Context: an optimization exercise on an open-source flow, tuned for small area. The choices shown serve that exercise and are no tape-out recipe. The RTL was checked by simulation tests, not by an equivalence proof against the original design. Power and IR drop assume default switching activity.

north:
Design csi2_rx_core, start of the top module:
module csi2_rx_core
(
  input                 clk_i,
  input                 rst_i,
  input                 enable_i,
  input  [15 : 0]       byte_data_i,
  input  [1 : 0]        hs_data_valid_i,
  output logic          header_err_o,
  output logic          corr_header_err_o,
  output logic          crc_err_o,
  output logic          frame_start_o,
  output logic          frame_end_o,
  output logic [39 : 0] px_tdata_o,
  output logic          px_tvalid_o,
  output logic          px_tlast_o
);
export LEC_CHECK = 0
export CAP_MARGIN = 0
export CORE_MARGIN = 2
export CORE_UTILIZATION = 72
export CTS_BUF_LIST = sky130_fd_sc_hd__clkbuf_8
export CTS_CLUSTER_DIAMETER = 60
export CTS_CLUSTER_SIZE = 16
export SLEW_MARGIN = 0
create_clock -name core_clock -period 5.0 [get_ports {clk_i}]
standard.sh (not shown) runs the stock make flow with config.mk's settings and CLKGATE_MAP_FILE= SYNTH_SCRIPT=/design/flow/synth_recipe.tcl, a recipe that flattens the netlist after the stock synthesis.
==> flow/flow/run.sh <==
#!/bin/bash
# The standard layout flow (standard.sh) with two changes:
#  1. after the standard synthesis, its combinational logic is mapped
#     again by ABC with an area-oriented script (flow/area.abc); the
#     registers, their names and cells are left as they are;
#  2. the port buffers are the smallest buffer cell (buf_1) instead of
#     the delay buffer that buffer_ports picks by default;
#  3. clock tree synthesis adds no dummy loads.
# Each tool's output goes to a log file of its own in this folder.
set -euo pipefail
F=flow
RES=orfs/results/$FLOW_PLATFORM/csi2_rx_core/base
LIB=$FLOW_HOME/platforms/$FLOW_PLATFORM/lib/sky130_fd_sc_hd__tt_025C_1v80.lib
YOSYS=$FLOW_HOME/../tools/install/yosys/bin/yosys
[ -x "$YOSYS" ] || YOSYS=yosys

# 1. standard synthesis
bash standard.sh synth > 1_standard_synth.log 2>&1

# 2. area re-mapping of the combinational logic
mkdir -p resyn
python3 $F/split_lib.py $LIB resyn/keep.lib resyn/comb.lib
DONT_USE=$(grep -o -- "-dont_use [A-Za-z0-9_]*" orfs/logs/$FLOW_PLATFORM/csi2_rx_core/base/1_2_yosys.log | sort -u | tr '\n' ' ')
cp $RES/1_2_yosys.v resyn/1_2_yosys.standard.v
cat > resyn/resyn.ys <<EOT
read_liberty -lib resyn/keep.lib
read_liberty -ignore_miss_func resyn/comb.lib
read_verilog resyn/1_2_yosys.standard.v
hierarchy -top $FLOW_TOP
flatten
rename -hide w:*.*
opt_clean -purge
tee -o resyn/stat_before.txt stat -liberty $LIB
abc -script $F/area.abc -liberty $LIB $DONT_USE
read_liberty -lib -overwrite resyn/comb.lib
opt_clean -purge
setundef -zero
splitnets
opt_clean -purge
hilomap -singleton -hicell sky130_fd_sc_hd__conb_1 HI -locell sky130_fd_sc_hd__conb_1 LO
insbuf -buf sky130_fd_sc_hd__buf_4 A X
check -assert -mapped
tee -o resyn/stat_after.txt stat -liberty $LIB
write_verilog -noattr -nohex -nodec resyn/1_2_yosys.area.v
EOT
$YOSYS -s resyn/resyn.ys > 2_resyn_yosys.log 2>&1
cp resyn/1_2_yosys.area.v $RES/1_2_yosys.v
rm -f $RES/1_synth.odb $RES/1_synth.sdc

# 3. the rest of the standard flow, with buf_1 port buffers
bash standard.sh BUFFER_PORTS_ARGS="-buffer_cell sky130_fd_sc_hd__buf_1" \
  CTS_ARGS="-sink_clustering_enable -repair_clock_nets -dont_use_dummy_load -sink_clustering_size 16 -sink_clustering_max_diameter 60 -buf_list sky130_fd_sc_hd__clkbuf_8" \
  finish > 3_standard_finish.log 2>&1
Other scripts of this flow, unchanged in this note and not shown: flow/flow/area.abc, flow/flow/split_lib.py
The following lists how south was set up differently from north:
--- a/flow/design.v
+++ b/flow/design.v
@@ -39,30 +39,27 @@
 logic [1 : 0][7 : 0] ub_d2;
 logic [1 : 0][7 : 0] ba_byte;
 logic [1 : 0][2 : 0] ba_shift;
 logic [1 : 0]        ba_done;
 logic [1 : 0]        ba_valid;
 logic [1 : 0][2 : 0] ba_offs;
 logic [1 : 0]        ba_found;
 logic [1 : 0]        ba_lock;
 logic                reset_align;
+logic [1 : 0][7 : 0] ba_match;
 always_comb
   for( int l = 0; l < 2; l++ )
     begin
-      ba_offs[l]  = 3'd0;
-      ba_found[l] = 1'b0;
-      for( int i = 7; i >= 0; i-- )
-        if( 8'( { ub_d1[l], ub_d2[l] } >> i ) == SYNC_PATTERN )
-          begin
-            ba_offs[l]  = 3'( i );
-            ba_found[l] = 1'b1;
-          end
-      ba_lock[l] = !ba_done[l] && ba_found[l] && hs_d2[l];
+      for( int i = 0; i < 8; i++ )
+        ba_match[l][i] = 8'( { ub_d1[l], ub_d2[l] } >> i ) == SYNC_PATTERN;
+      ba_found[l] = |ba_match[l];
+      ba_offs[l]  = { |( ba_match[l] & 8'hf0 ), |( ba_match[l] & 8'hcc ), |( ba_match[l] & 8'haa ) };
+      ba_lock[l]  = !ba_done[l] && ba_found[l] && hs_d2[l];
     end
 always_ff @( posedge clk_i )
   for( int l = 0; l < 2; l++ )
     begin
       ub_d1[l]   <= byte_data_i[l * 8 +: 8];
       ub_d2[l]   <= ub_d1[l];
       ba_byte[l] <= 8'( { ub_d1[l], ub_d2[l] } >> ba_shift[l] );
       if( ba_lock[l] )
         ba_shift[l] <= ba_offs[l];
### Flow results
south vs. north: area inside the core boundary now smaller, iteration-0 DRC count of the detailed router decreased 8, leakage power lower, count of vias placed by the detailed router saw a decrease, portion of total power attributed to the clock network now larger. south against north: data arrival time of the critical path rose 0.22 ns; switching power fell 0.0000071 W. The die area on north is in line with that on south. Critical path depth in cells (lower): north. Wire: south routes less than north.

## what the ideal ports hide
How much do the figures lean on ideal ports? The routed layouts below were timed once more, with nothing changed but the port constraints.
Step 1 assumes that a clkbuf_16 drives the clock port and a buf_2 every other input.
Step 2 adds t to the input delays and takes it off the output delays; t is the mean of the earliest and latest rising clock arrival at the registers after step 1. Input paths then give back, and output paths get back, about the clock's delay inside the block.
Slacks: ideal / step 1 / step 2; pairs: ideal / step 1.
| run | t, ns | setup slack, ns | slew at the worst register clock pin (ns) |
|---|---|---|---|
| north | 0.613 | 0.420 / 0.420 / 0.420 | 0.10 / 0.10 |
| south | 0.620 | 0.327 / 0.327 / 0.327 | 0.10 / 0.10 |
After both steps every run listed still meets setup and hold.
